Context: an optimization exercise on an open-source flow, tuned for small area. The choices shown serve that exercise and are no tape-out recipe. RTL that was checked went through simulation tests only; none was proved equivalent to the original. Function not checked in runs 2 and 3: the RTL went through the layout flow alone. No activity file was given, so power comes from the tool's default toggle rates.

File: flow/run.sh
#!/bin/bash
# synth_recipe.tcl (not shown) runs the flow's synth.tcl, then flattens the netlist and writes it again
# the make line also repeats each setting of config.mk as NAME=value (left out here)
make -C /OpenROAD-flow-scripts/flow DESIGN_CONFIG=/design/flow/config.mk WORK_HOME=/design/flow/orfs CLKGATE_MAP_FILE= SYNTH_SCRIPT=/design/flow/synth_recipe.tcl finish
File: flow/config.mk
export PLATFORM = sky130hd
export DESIGN_NAME = ALU
export DESIGN_NICKNAME = ALU
export VERILOG_FILES = /design/flow/design.v
export SDC_FILE = /design/flow/constraint.sdc
export NUM_CORES = 4
export LEC_CHECK = 0
export CAP_MARGIN = 20
export CORE_MARGIN = 2
export CORE_UTILIZATION = 40
export SLEW_MARGIN = 20
File: flow/constraint.sdc
create_clock -name core_clock -period 12.5 [get_ports {clk}]
set_input_delay 2.5000 -clock core_clock [delete_from_list [all_inputs] [get_ports {clk}]]
set_output_delay 2.5000 -clock core_clock [all_outputs]
set_load 0.01 [all_outputs]
File: flow/design.v
module ALU(input [7:0] a, b, input [3:0] oper, input clk,
           output reg [7:0] msb, lsb);
    wire [7:0] quo = (b == 8'h00) ? 8'hFF : a / b;
    wire [7:0] rem = (b == 8'h00) ? a : a % b;
    always @(posedge clk) begin
        case(oper)
            4'h0: {msb, lsb} <= a + b;   
            4'h1: {msb, lsb} <= a - b;   
            4'h2: {msb, lsb} <= a * b;   
            4'h3: {msb, lsb} <= quo;     
            4'h4: {msb, lsb} <= rem;     
            4'h5: {msb, lsb} <= a & b;   
            4'h6: {msb, lsb} <= ~(a & b);  
            4'h7: {msb, lsb} <= a | b;   
            4'h8: {msb, lsb} <= ~(a | b);  
            4'h9: {msb, lsb} <= a ^ b;   
            4'hA: {msb, lsb} <= a ~^ b;  
            4'hB: {msb, lsb} <= ~a;      
            4'hC: {msb, lsb} <= a << 1;  
            4'hD: {msb, lsb} <= a >> 1;  
            4'hE: {msb, lsb} <= a > b;     
            4'hF: {msb, lsb} <= a < b;     
            default: {msb, lsb} <= 16'h0000;
        endcase
    end
endmodule
==> impl_metrics.py, run 1 <==
metrics = {
    "outcome": {
        "status": "complete, no violations",
    },
    "logic_synthesis": {
        "synth_compound_area_share_pct": 27.6,
        "netlist.area_leader.share_pct": 19.9,
        "synth-warning-count": 1,
        "synth_nets": 1002,
        "ys_seq_area_share_pct": 5.09,
        "synth_flop_cell": "dfxtp_1",
        "synthArstFlopShare_pct": 0,
        "synth_edf_count": 0,
        "muxShareOfSynthArea_pct": 2.21,
        "synthTopCellsByCount": "100 x ha_1, 86 x inv_1, 70 x nor2_1, 66 x nand2_1, 51 x a21oi_1",
        "synth_cells": 842,
        "synthXorXnorAreaFrac_pct": 3.76,
        "netlist-cell-type-count": 80,
        "synthAdderAreaFrac_pct": 32.3,
        "synth_area_leaders": "ha_1 20%, fa_1 12%, inv_1 5.1%",
        "synth_largest_area_cell": "ha_1",
        "yosysMostFrequentCell": "ha_1",
        "synth_seq_cells": 16,
        "synth_area_per_cell_um2": 7.47,
        "synthSimpleGateAreaFrac_pct": 21.2,
        "netlist_area_um2": 6290,
        "synth_top_family_by_area": "adder cells",
    },
    "sta": {
        "fin_crit_ps": 12120,
        "slew_headroom_pct": 29.7,
        "timing.fmax_ghz": 0.0825,
        "whs_ps": 3210,
        "slew_viol_final": 0,
        "fin_crit_sh_pct": 97.0,
        "finalHoldViolCount": 0,
        "worstMarginPinSlew_ps": 1050,
        "setup_viol": 0,
    },
    "cts": {
        "htree_levels": 1,
        "cts_tree": "done",
        "cts_sinks": 16,
        "cts_buffer_depth": 2,
        "clockRootBuffer": "clkbuf_16",
        "cts_buffers": 3,
        "cts.clk_slew.worst_paths_ps": 50,
    },
    "critical_path": {
        "critical_path_buf_inv_count": 7,
        "max_stage_delay_ps": 520,
        "cp.arrival_ps": 12250,
        "startpoint_type": "input pin",
        "crit_slowest_cell": "clkdlybuf4s50_1",
        "crit_top_cell": "a21oi_2",
        "path_delay_family": "compound AO/OA/AOI/OAI gates",
        "startpoint": "a[7]",
        "crit_type": "input pin to flop",
        "cp_num_cells": 49,
        "endpoint": "lsb[1]$_DFF_P_",
        "required_ps": 12640,
        "cp-end-kind": "flop",
        "crit_path_max_fanout": 6,
    },
    "grt": {
        "track_usage_pct": 26.1,
        "grt_pass1_wl_um": 34400,
        "grt_pass1_vias": 6409,
        "grt_max_degree": 46,
        "met1_usage_pct": 37.9,
        "use_met2_pct": 40.6,
        "grt-ovfl-total": 0,
        "antenna_found_initial": 0,
        "grt-busiest-layer": "met2",
        "globalRouteMet3Util_pct": 3.26,
    },
    "power_and_ir_drop": {
        "power_mw": 0.761,
        "leakagePower_nw": 3.69,
        "p_per_area_nw_per_um2": 92.7,
        "ir_drop_v": 0.0000570,
    },
    "hold_path": {
        "min_path_type": "input pin to flop",
        "hold_start": "oper[2]",
    },
    "die": {
        "dieArea_um2": 16700,
        "die_w_um": 129,
        "core_region_area_um2": 15300,
        "row_count": 45,
        "start_util_pct": 41.2,
        "dieHeight_um": 129,
        "boundaryPins": 37,
    },
    "routing": {
        "ant_nets": 0,
        "drt_pass1_iterations": 5,
        "drt_drc_violations_left": 0,
        "avgViaCountPerCell": 5.90,
        "vias": 6916,
        "wl_per_cell_um": 19.1,
        "dr.first_iter.drc_count": 695,
        "finalWirelength_um": 22400,
    },
    "cells_and_area": {
        "nets": 1123,
        "diodes": 0,
        "n_fill_cell": 1451,
        "layout-drive-gt1-share_pct": 21.4,
        "area_delta_synth_final_pct": 30.6,
        "fin_util_pct": 53.8,
        "stdcell_count": 1172,
    },
    "placement": {
        "hpwl_um": 16700,
        "place.gp.congestion": 0.967,
        "place_inst": 1160,
        "io_buffers": 36,
    },
    "run": {
        "cap_violations": 0,
    },
}
through the flow:
step | worst slack, ps | TNS, ps | instance area [um2]
after global routing | -75.7 | -235 | 8210
after floorplan | 6.08 | 0 | 6360
after global placement | -160 | -591 | 7660
after detailed placement | -296 | -1660 | 7660
final | 381 | 0 | 8210
after CTS | 25.5 | 0 | 7740
state kept, by name, indices dropped and copies added (netlist names):
name and cells:
lsb 8, msb 8
layout by cell type, fill, tap and decap left out, types with 6 or more instances in the layout:
master,netlist,final
xnor2_1,14,14
dlymetal6s2s_1,0,6
dfxtp_1,16,16
inv_1,86,85
buf_4,1,117
clkdlybuf4s50_1,0,30
nor3_1,37,31
o221ai_1,9,8
nand4_1,9,9
a21o_1,12,12
ha_4,0,8
nor2b_1,15,14
o22ai_1,8,8
o211ai_1,14,14
o21ai_0,41,36
ha_1,100,89
a31oi_1,17,14
nand3_1,12,11
xor2_1,13,13
o21ai_1,3,6
o31a_1,6,6
fa_1,39,38
nand2b_1,13,12
a211oi_1,9,7
nor2_1,70,69
or3_1,7,7
nand2_1,66,65
o31ai_1,7,7
o21a_1,15,15
a21oi_1,51,42
final cells by class:
cell class	count	area [um2]	area share (%)
multi-input cells	697	5910	72.0
repair buffers	157	1310	15.9
well taps	211	264	3.21
flip-flops and latches	16	320	3.90
inverters	88	330	4.02
clock buffers	3	75.1	0.914
metal layers:
layer  vias up  wire length [um]
li1       3266                 -
met1      3277              9930
met2       316             10100
met3        57              1820
met4         0               593
met5         -                 0
worst min path at each step:
| stage | depth (start not counted) | endpoint | slack [ps] |
|---|---|---|---|
| 2_1_floorplan | 2 | lsb[2]$_DFF_P_ | 2760 |
| 3_3_place_gp | 1 | msb[6] | 3240 |
| 3_5_place_dp | 1 | msb[6] | 3240 |
| 4_1_cts | 4 | lsb[0]$_DFF_P_ | 3210 |
| 5_1_grt | 4 | lsb[0]$_DFF_P_ | 3260 |
| 6_report | 4 | lsb[0]$_DFF_P_ | 3210 |
cell families (layout without fill, tap and decap cells):
logic type | count (synthesis) | count (layout)
and+or+nand+nor | 269 | 269
DFF | 16 | 16
AOI/OAI and AO/OA | 250 | 250
adders and majority gates | 139 | 139
muxes | 12 | 12
buffers and inverters | 129 | 248
xor gates and xnor gates | 27 | 27
timing repair:
item,4_1_cts,5_1_grt
gates resized for setup,1,76
setup endpoints to repair,3,8
gates cloned,0,0
setup buffers,1,8
hold buffers,0,0
pin swaps,1,37
hold endpoints to repair,0,0
power by group:
group	internal [mW]	leakage, nW	switching (mW)
logic	0.299	3.52	0.330
registers	0.0615	0.134	0.00408
clock network	0.0422	0.0370	0.0244
total	0.402	3.69	0.359
==> run 2, diff against run 1 <==
==> flow/design.v (replaced) <==
module ALU(input [7:0] a, b, input [3:0] oper, input clk,
           output reg [7:0] msb, lsb);
    wire       inv = (oper == 4'h1) | (oper == 4'hE) | (oper == 4'hF);
    wire       cin = (oper == 4'h1) | (oper == 4'hF);
    wire [8:0] sum = {1'b0, a} + {1'b0, b ^ {8{inv}}} + {8'h00, cin};
    wire       co  = sum[8];
    wire [7:0] np [0:7];
    genvar i, j;
    generate
        for (i = 0; i < 8; i = i + 1) begin : pp
            assign np[i] = ~(a & {8{b[i]}});
        end
    endgenerate
    wire [7:0] ns [0:7];    
    wire [6:0] nc [0:7];    
    wire [15:0] nprod;
    assign ns[0] = np[0];
    assign nc[0] = 7'h7F;
    generate
        for (i = 1; i < 8; i = i + 1) begin : mrow
            for (j = 0; j < 7; j = j + 1) begin : cl
                wire x, y, z;
                assign x = np[i][j];
                assign y = ns[i-1][j+1];
                assign z = nc[i-1][j];
                assign ns[i][j] = x ^ y ^ z;
                assign nc[i][j] = (x & y) | (x & z) | (y & z);
            end
            assign ns[i][7] = np[i][7];
        end
        for (i = 0; i < 8; i = i + 1) begin : lowp
            assign nprod[i] = ns[i][0];
        end
    endgenerate
    wire [7:0] fc;    
    assign fc[0] = 1'b1;
    generate
        for (j = 0; j < 7; j = j + 1) begin : fadd
            wire x, y, z;
                assign x = ns[7][j+1];
                assign y = nc[7][j];
                assign z = fc[j];
            assign nprod[8+j] = x ^ y ^ z;
            assign fc[j+1] = (x & y) | (x & z) | (y & z);
        end
    endgenerate
    assign nprod[15] = fc[7];
    wire [15:0] prod = ~nprod;
    wire [7:0] q;
    wire [7:0] nb = ~b;
    genvar k;
    generate
        for (k = 7; k >= 0; k = k - 1) begin : row
            localparam integer W = 8 - k;
            wire [W-1:0] x;
            wire [W-1:0] r;
            wire [W-1:0] d;
            wire [W:0]   c;
            wire         hz;
            if (k == 7) begin : first
                assign x = a[7];
            end else begin : next
                assign x = {row[k+1].r, a[k]};
            end
            if (W < 8) begin : hzw
                assign hz = ~|b[7:W];
            end else begin : hzf
                assign hz = 1'b1;
            end
            assign c[0] = 1'b1;
            for (j = 0; j < W; j = j + 1) begin : sub
                assign d[j] = x[j] ^ nb[j] ^ c[j];
                assign c[j+1] = (x[j] & nb[j]) | (x[j] & c[j]) | (nb[j] & c[j]);
            end
            assign q[k] = hz & c[W];
            assign r = q[k] ? d : x;
        end
    endgenerate
    wire [7:0] r0 = row[0].r;
    always @(posedge clk) begin
        case (oper)
            4'h0: {msb, lsb} <= {7'h00, co, sum[7:0]};
            4'h1: {msb, lsb} <= {{8{~co}}, sum[7:0]};
            4'h2: {msb, lsb} <= prod;
            4'h3: {msb, lsb} <= {8'h00, q};
            4'h4: {msb, lsb} <= {8'h00, r0};
            4'h5: {msb, lsb} <= {8'h00, a & b};
            4'h6: {msb, lsb} <= {8'hFF, ~(a & b)};
            4'h7: {msb, lsb} <= {8'h00, a | b};
            4'h8: {msb, lsb} <= {8'hFF, ~(a | b)};
            4'h9: {msb, lsb} <= {8'h00, a ^ b};
            4'hA: {msb, lsb} <= {8'hFF, a ~^ b};
            4'hB: {msb, lsb} <= {8'hFF, ~a};
            4'hC: {msb, lsb} <= {7'h00, a, 1'b0};
            4'hD: {msb, lsb} <= {9'h000, a[7:1]};
            4'hE: {msb, lsb} <= {15'h0000, co};
            default: {msb, lsb} <= {15'h0000, ~co};
        endcase
    end
endmodule
==> run 2 against run 1 <==
Effect of this change:
- the layout now fails its checks (setup timing)
- flip-flop and latch count did not move
- core utilization rose by 0.61 points
- power fell by 25%
- global-route usage rose by 0.095 points
- worst hold slack got worse by 99 ps
- first-iteration DRC count fell by 41%
- worst setup slack got worse by 4500 ps
- die area fell by 20%
- critical path type unchanged
- critical endpoint is now lsb[7]$_DFF_P_
- largest cell class unchanged
- largest power group unchanged
==> impl_metrics.py, run 2 <==
metrics = {
    "outcome": {
        "status": "failed layout checks",
        "violations": "setup timing",
    },
    "routing": {
        "avgViaCountPerCell": 5.66,
        "dr.first_iter.drc_count": 409,
        "wl_per_cell_um": 18.9,
        "drt_drc_violations_left": 0,
        "ant_nets": 0,
        "finalWirelength_um": 16700,
        "vias": 4978,
        "drt_pass1_iterations": 5,
    },
    "placement": {
        "place_inst": 857,
        "io_buffers": 36,
        "place.gp.congestion": 0.903,
        "hpwl_um": 13000,
    },
    "cts": {
        "cts_buffers": 3,
        "cts.clk_slew.worst_paths_ps": 60,
        "clockRootBuffer": "clkbuf_16",
        "htree_levels": 1,
        "cts_buffer_depth": 2,
        "cts-hold-fix-buffers": 0,
        "cts_sinks": 16,
        "cts_tree": "done",
    },
    "sta": {
        "worstMarginPinSlew_ps": 841,
        "slew_viol_final": 0,
        "fin_crit_ps": 16630,
        "timing.final.ws_setup_ps": -4130,
        "setup_viol": 8,
        "grt_setup_unrepaired": "yes",
        "whs_ps": 3110,
        "slew_headroom_pct": 43.8,
        "timing.fmax_ghz": 0.0601,
        "finalHoldViolCount": 0,
        "fin_crit_sh_pct": 133,
    },
    "logic_synthesis": {
        "netlist.area_leader.share_pct": 29.9,
        "synth_nets": 742,
        "synthArstFlopShare_pct": 0,
        "synth_flop_cell": "dfxtp_1",
        "synth_seq_cells": 16,
        "synth_largest_area_cell": "fa_1",
        "synth_area_leaders": "fa_1 30%, ha_1 12%, dfxtp_1 6.4%",
        "ys_seq_area_share_pct": 6.38,
        "netlist-cell-type-count": 71,
        "synth_area_per_cell_um2": 8.41,
        "synth_cells": 597,
        "netlist_area_um2": 5020,
        "synth_edf_count": 0,
        "synth-warning-count": 1,
        "synthTopCellsByCount": "75 x fa_1, 75 x nor2_1, 70 x inv_1, 59 x nand2_1, 49 x ha_1",
    },
    "critical_path": {
        "startpoint": "b[6]",
        "max_stage_delay_ps": 570,
        "required_ps": 12640,
        "endpoint": "lsb[7]$_DFF_P_",
        "crit_top_cell": "fa_2",
        "crit_path_max_fanout": 3,
        "crit_slowest_cell": "or4_4",
        "cp-end-kind": "flop",
        "startpoint_type": "input pin",
        "cp.arrival_ps": 16760,
        "crit_type": "input pin to flop",
    },
    "cells_and_area": {
        "n_fill_cell": 1193,
        "diodes": 0,
        "final_common_cell": "buf_4",
        "layout-drive-gt1-share_pct": 27.1,
        "mostFrequentLayoutCells": "94 x buf_4, 68 x inv_1, 67 x nor2_1, 58 x nand2_1, 50 x fa_1",
        "stdcell_count": 880,
        "nets": 859,
        "area_delta_synth_final_pct": 31.3,
    },
    "die": {
        "die_w_um": 116,
        "boundaryPins": 37,
        "dieHeight_um": 116,
        "core_region_area_um2": 12100,
        "start_util_pct": 41.4,
        "row_count": 40,
        "dieArea_um2": 13500,
    },
    "power_and_ir_drop": {
        "p_per_area_nw_per_um2": 86.2,
        "leakagePower_nw": 2.95,
        "ir_drop_v": 0.0000434,
    },
    "grt": {
        "grt_pass1_vias": 5012,
        "grt_pass1_wl_um": 26700,
        "antenna_found_initial": 0,
        "track_usage_pct": 26.2,
        "grt-ovfl-total": 0,
        "grt_max_degree": 47,
    },
    "run": {
        "cap_violations": 0,
    },
    "hold_path": {
        "min_path_type": "input pin to flop",
    },
}
[run 2: changes by cell type in the layout (fill, tap and decap cells not counted), sizes merged, moves of 11 or more]
| cell | delta |
|---|---|
| buf | -17 |
| inv | -16 |
| nor3 | -21 |
| ha | -51 |
| o211ai | -11 |
| fa | +36 |
| a21oi | -22 |
| o21ai | -27 |
[run 2: layout make-up]
class	count	area, um2	area share [%]
sequential	16	320	4.86
timing repair buffer	137	1140	17.3
clock buffer	3	75.1	1.14
multi-input combinational	484	4580	69.5
tap	168	210	3.19
inverter	72	270	4.10
[run 2: worst min path at each step]
stage / startpoint / endpoint / slack, ps / cells past startpoint
6_report: b[7] / lsb[1]$_DFF_P_ / 3110 / 5
3_5_place_dp: lsb[2]$_DFF_P_ / lsb[2] / 3230 / 1
3_3_place_gp: lsb[3]$_DFF_P_ / lsb[3] / 3240 / 1
2_1_floorplan: a[1] / lsb[1]$_DFF_P_ / 2750 / 3
4_1_cts: b[7] / lsb[1]$_DFF_P_ / 3100 / 5
5_1_grt: b[7] / lsb[1]$_DFF_P_ / 3140 / 5
[run 2: repair_timing]
action | 4_1_cts | 5_1_grt
setup endpoints to repair | 8 | 8
buffers inserted | 18 | 3
pin swaps | 52 | 14
gates resized for setup | 35 | 21
[run 2: through the flow]
stage,setup slack [ps],power (mW),setup TNS [ps],cell area [um2],util (%)
finish,-4130,0.569,-30600,6590,54.4
global route,-4750,0.628,-34700,6590,54.4
CTS,-4170,0.557,-30340,6480,53.5
detailed placement,-5060,0.478,-37160,6210,51.3
global placement,-4770,0.469,-35560,6210,51.3
floorplan,-4500,0.336,-32190,5170,-
[run 2: cell families after synthesis]
| group | after synthesis | synth area share, % |
|---|---|---|
| DFF | 16 | 6.38 |
| xor gates and xnor gates | 17 | 2.97 |
| buffers and inverters | 97 | 7.63 |
| and+or+nand+nor | 200 | 18.9 |
| AOI/OAI and AO/OA | 124 | 17.9 |
| adders and majority gates | 124 | 42.1 |
| muxes | 19 | 4.09 |
[run 2: worst max-delay path, delay by kind of cell]
kind	cells	cell delay (ps)
buffers and inverters	3	230
AND/OR/NAND/NOR	14	3020
adder cells (fa/ha/maj)	27	9360
AO/OA/AOI/OAI	14	1620
[run 2: metal layers]
layer  wire (um)  part of all wire [%]  GRT usage [%]
met5           0                     0              0
met4         726                   4.4           12.8
met3         981                   5.9           2.82
met2        7890                    47           42.6
met1        7070                    42           34.9
[run 2: report_power, final]
group          leakage, nW  switching [mW]  internal, mW
logic                 2.78           0.230         0.207
registers            0.134         0.00293        0.0608
clock network       0.0370          0.0253        0.0423
total                 2.95           0.258         0.310
==> run 3, diff against run 2 <==
--- a/flow/config.mk
+++ b/flow/config.mk
@@ -5,6 +5,7 @@
 export SDC_FILE = /design/flow/constraint.sdc
 export NUM_CORES = 4
 export LEC_CHECK = 0
+export ABC_AREA = 1
 export CAP_MARGIN = 20
 export CORE_MARGIN = 2
 export CORE_UTILIZATION = 40
==> run 3 against run 2 <==
Effect of this change:
- still fails the layout checks on setup timing
- via count fell by 8.3%
- combinational power shrank 9.8%
- first-iteration DRC count shrank 22%
- power is 8.0% lower
- critical endpoint is now lsb[1]$_DFF_P_
- largest cell class unchanged
==> impl_metrics.py, run 3 <==
metrics = {
    "power_and_ir_drop": {
        "seqPwrFrac_pct": 12.2,
        "p_per_area_nw_per_um2": 82.8,
        "power.share.clock_pct": 12.6,
        "p_comb_share_pct": 75.2,
        "leakagePower_nw": 3.37,
        "switchingPower_mw": 0.239,
        "swShare_pct": 45.7,
        "internal-power_mw": 0.284,
        "ir_drop_v": 0.0000405,
    },
    "die": {
        "start_util_pct": 40.8,
        "core_region_area_um2": 12000,
        "die_w_um": 114,
        "boundaryPins": 37,
        "dieHeight_um": 114,
        "row_count": 40,
        "dieArea_um2": 13100,
    },
    "cts": {
        "cts_sinks": 16,
        "cts_buffers": 3,
        "clockRootBuffer": "clkbuf_16",
        "cts_buffer_depth": 2,
        "cts_tree": "done",
        "htree_levels": 1,
        "cts.clk_slew.worst_paths_ps": 50,
    },
    "cells_and_area": {
        "nets": 899,
        "layout-drive-gt1-share_pct": 25.8,
        "final_area_um2": 6320,
        "final_common_cell": "nand2_1",
        "mostFrequentLayoutCells": "137 x nand2_1, 126 x inv_1, 91 x buf_4, 50 x fa_1, 44 x ha_1",
        "area_delta_synth_final_pct": 29.5,
        "seqCellArea_um2": 320,
        "multi_input_area_um2": 4120,
        "diodes": 0,
        "n_fill_cell": 1152,
    },
    "hold_path": {
        "min_path_type": "input pin to flop",
    },
    "logic_synthesis": {
        "netlist_area_um2": 4880,
        "synth_flop_cell": "dfxtp_1",
        "yosysMostFrequentCell": "nand2_1",
        "synth_cells": 634,
        "synth-warning-count": 1,
        "ys_seq_area_share_pct": 6.56,
        "netlist-cell-type-count": 49,
        "synth_largest_area_cell": "fa_1",
        "synth_area_per_cell_um2": 7.70,
        "synthArstFlopShare_pct": 0,
        "synth_area_leaders": "fa_1 31%, ha_1 13%, nand2_1 11%",
        "synth_edf_count": 0,
        "synthTopCellsByCount": "141 x nand2_1, 130 x inv_1, 75 x fa_1, 49 x ha_1, 39 x nor2_1",
        "synth_seq_cells": 16,
        "netlist.area_leader.share_pct": 30.8,
        "synth_nets": 779,
    },
    "grt": {
        "grt_pass1_vias": 4491,
        "track_usage_pct": 22.8,
        "grt-ovfl-total": 0,
        "antenna_found_initial": 0,
        "grt_max_degree": 17,
        "grt_pass1_wl_um": 23200,
    },
    "placement": {
        "dp_worst_setup_slack_ps": -3610,
        "hpwl_um": 11900,
        "io_buffers": 36,
        "place.gp.congestion": 0.970,
        "postPlaceCellArea_um2": 6120,
    },
    "routing": {
        "finalWirelength_um": 14400,
        "drt_drc_violations_left": 0,
        "avgViaCountPerCell": 5.08,
        "ant_nets": 0,
        "wl_per_cell_um": 16.0,
        "drt_pass1_iterations": 5,
        "vias": 4564,
        "dr.first_iter.drc_count": 318,
    },
    "sta": {
        "slew_headroom_pct": 54.2,
        "worstMarginPinSlew_ps": 669,
        "whs_ps": 2750,
        "timing.final.ws_setup_ps": -2410,
        "setup_viol": 8,
        "fin_crit_sh_pct": 119,
        "finalHoldViolCount": 0,
        "fin_crit_ps": 14910,
        "timing.fmax_ghz": 0.0671,
        "slew_viol_final": 0,
        "grt_setup_unrepaired": "yes",
    },
    "critical_path": {
        "cp-end-kind": "flop",
        "cp.arrival_ps": 15040,
        "crit_type": "input pin to flop",
        "endpoint": "lsb[1]$_DFF_P_",
        "startpoint": "b[1]",
        "crit_path_max_fanout": 6,
        "max_stage_delay_ps": 460,
        "required_ps": 12630,
        "crit_slowest_cell": "fa_2",
        "startpoint_type": "input pin",
        "crit_top_cell": "fa_2",
    },
    "outcome": {
        "status": "failed layout checks",
        "violations": "setup timing",
    },
    "run": {
        "cap_violations": 0,
    },
}
## run 3: changes by cell type after synthesis, moves of 6 or more
cell and delta:
buf_1 -6, mux2i_1 -13, nand3_1 +10, nor3_1 -12
nand2_2 +6, nand2b_1 -9, nand2_1 +82, xnor2_1 -11
nor2b_1 -8, or3_1 -7, nand3_2 +6, nor2_1 -36
clkbuf_1 -9, inv_1 +60
## run 3: how the worst min path moves through the flow
stage | slack, ps | endpoint | cells past startpoint | startpoint
2_1_floorplan | 2720 | msb[0]$_DFF_P_ | 3 | oper[2]
3_3_place_gp | 3240 | msb[1] | 1 | msb[1]$_DFF_P_
3_5_place_dp | 3240 | lsb[5] | 1 | lsb[5]$_DFF_P_
4_1_cts | 3000 | msb[0]$_DFF_P_ | 4 | a[7]
5_1_grt | 2770 | msb[0]$_DFF_P_ | 4 | a[7]
6_report | 2750 | msb[0]$_DFF_P_ | 4 | a[7]
## run 3: critical path, delay by kind of cell
family          cells  cell delay, ps
compound gates     10            1250
fa+ha+maj          27            8530
buf+inv             8             920
simple gates       18            1800
## run 3: stage by stage
stage / setup TNS [ps] / total power, mW / cells / util [%]
after floorplan: -22190 / 0.321 / 634 / -
after global placement: -26010 / 0.448 / 885 / 51.2
after detailed placement: -28010 / 0.455 / 885 / 51.2
after CTS: -20270 / 0.525 / 892 / 52.1
after global routing: -21720 / 0.586 / 899 / 52.8
final: -18390 / 0.523 / 899 / 52.8
## run 3: kinds of logic (layout without fill, tap and decap cells)
family	Yosys count	after routing	share of synthesized area, %
AOI/OAI and AO/OA	91	91	12.5
xor gates and xnor gates	11	11	1.97
adders and majority gates	124	124	43.3
buffers and inverters	154	272	12.8
DFF	16	16	6.56
and+or+nand+nor	238	238	22.9
## run 3: area by class of cell
type / count / share of cell area [%]
clock buffer: 3 / 1.19
inverter: 138 / 8.47
multi-input combinational: 464 / 65.1
sequential: 16 / 5.07
tap: 147 / 2.91
timing repair buffer: 131 / 17.2
## run 3: metal layers
layer	track usage (%)	part of all wire, %	routed length [um]	vias up
met5	0	0	0	-
met4	7.64	2.4	342	0
met3	1.59	4.6	661	29
met2	35.9	45	6490	146
met1	33.4	48	6890	2176
li1	-	-	-	2213
## run 3: power by group through the flow
stage          clock network (mW)  logic [mW]  registers (mW)
6_report                   0.0659       0.394          0.0636
5_1_grt                    0.0679       0.454          0.0646
4_1_cts                    0.0674       0.394          0.0638
3_5_place_dp                    0       0.391          0.0646
3_3_place_gp                    0       0.383          0.0646
2_1_floorplan                   0       0.251          0.0697
## run 3: what timing repair did
item,in CTS,in global routing
setup endpoints to repair,8,8
pin swaps,32,22
cloned,0,0
resized for setup,12,37
setup buffers,4,7
hold buffers,0,0

## afterwards: timing with drivers on the ports
How much do the figures lean on ideal ports? The routed layouts below were timed once more, with nothing changed but the port constraints.
Step 1 (the two cells are an assumption about what drives the block):
set clk [get_ports {clk}]
set_driving_cell -lib_cell sky130_fd_sc_hd__clkbuf_16 $clk
set_driving_cell -lib_cell sky130_fd_sc_hd__buf_2 [delete_from_list [all_inputs] $clk]
Step 2 moves the port delays by t, midway between the first and last clock arrival at a register: inputs arrive t later, outputs are due t later. That takes back most of the time a late clock gives input paths.
a / b / c = ideal / step 1 / step 2; a / b = the first two.
| run | shift t [ns] | setup WS [ns] | latest minus earliest clock arrival (ns) |
|---|---|---|---|
| run 1 | 0.287 | 0.381 / 0.391 / 0.104 | 0.009 / 0.009 |
| run 2 | 0.296 | -4.127 / -4.120 / -4.416 | 0.001 / 0.002 |
| run 3 | 0.291 | -2.411 / -2.413 / -2.704 | 0.002 / 0.002 |
For run 3, which loses most, drivers alone change the setup slack by -0.002 ns; drivers and shift together by -0.293 ns.
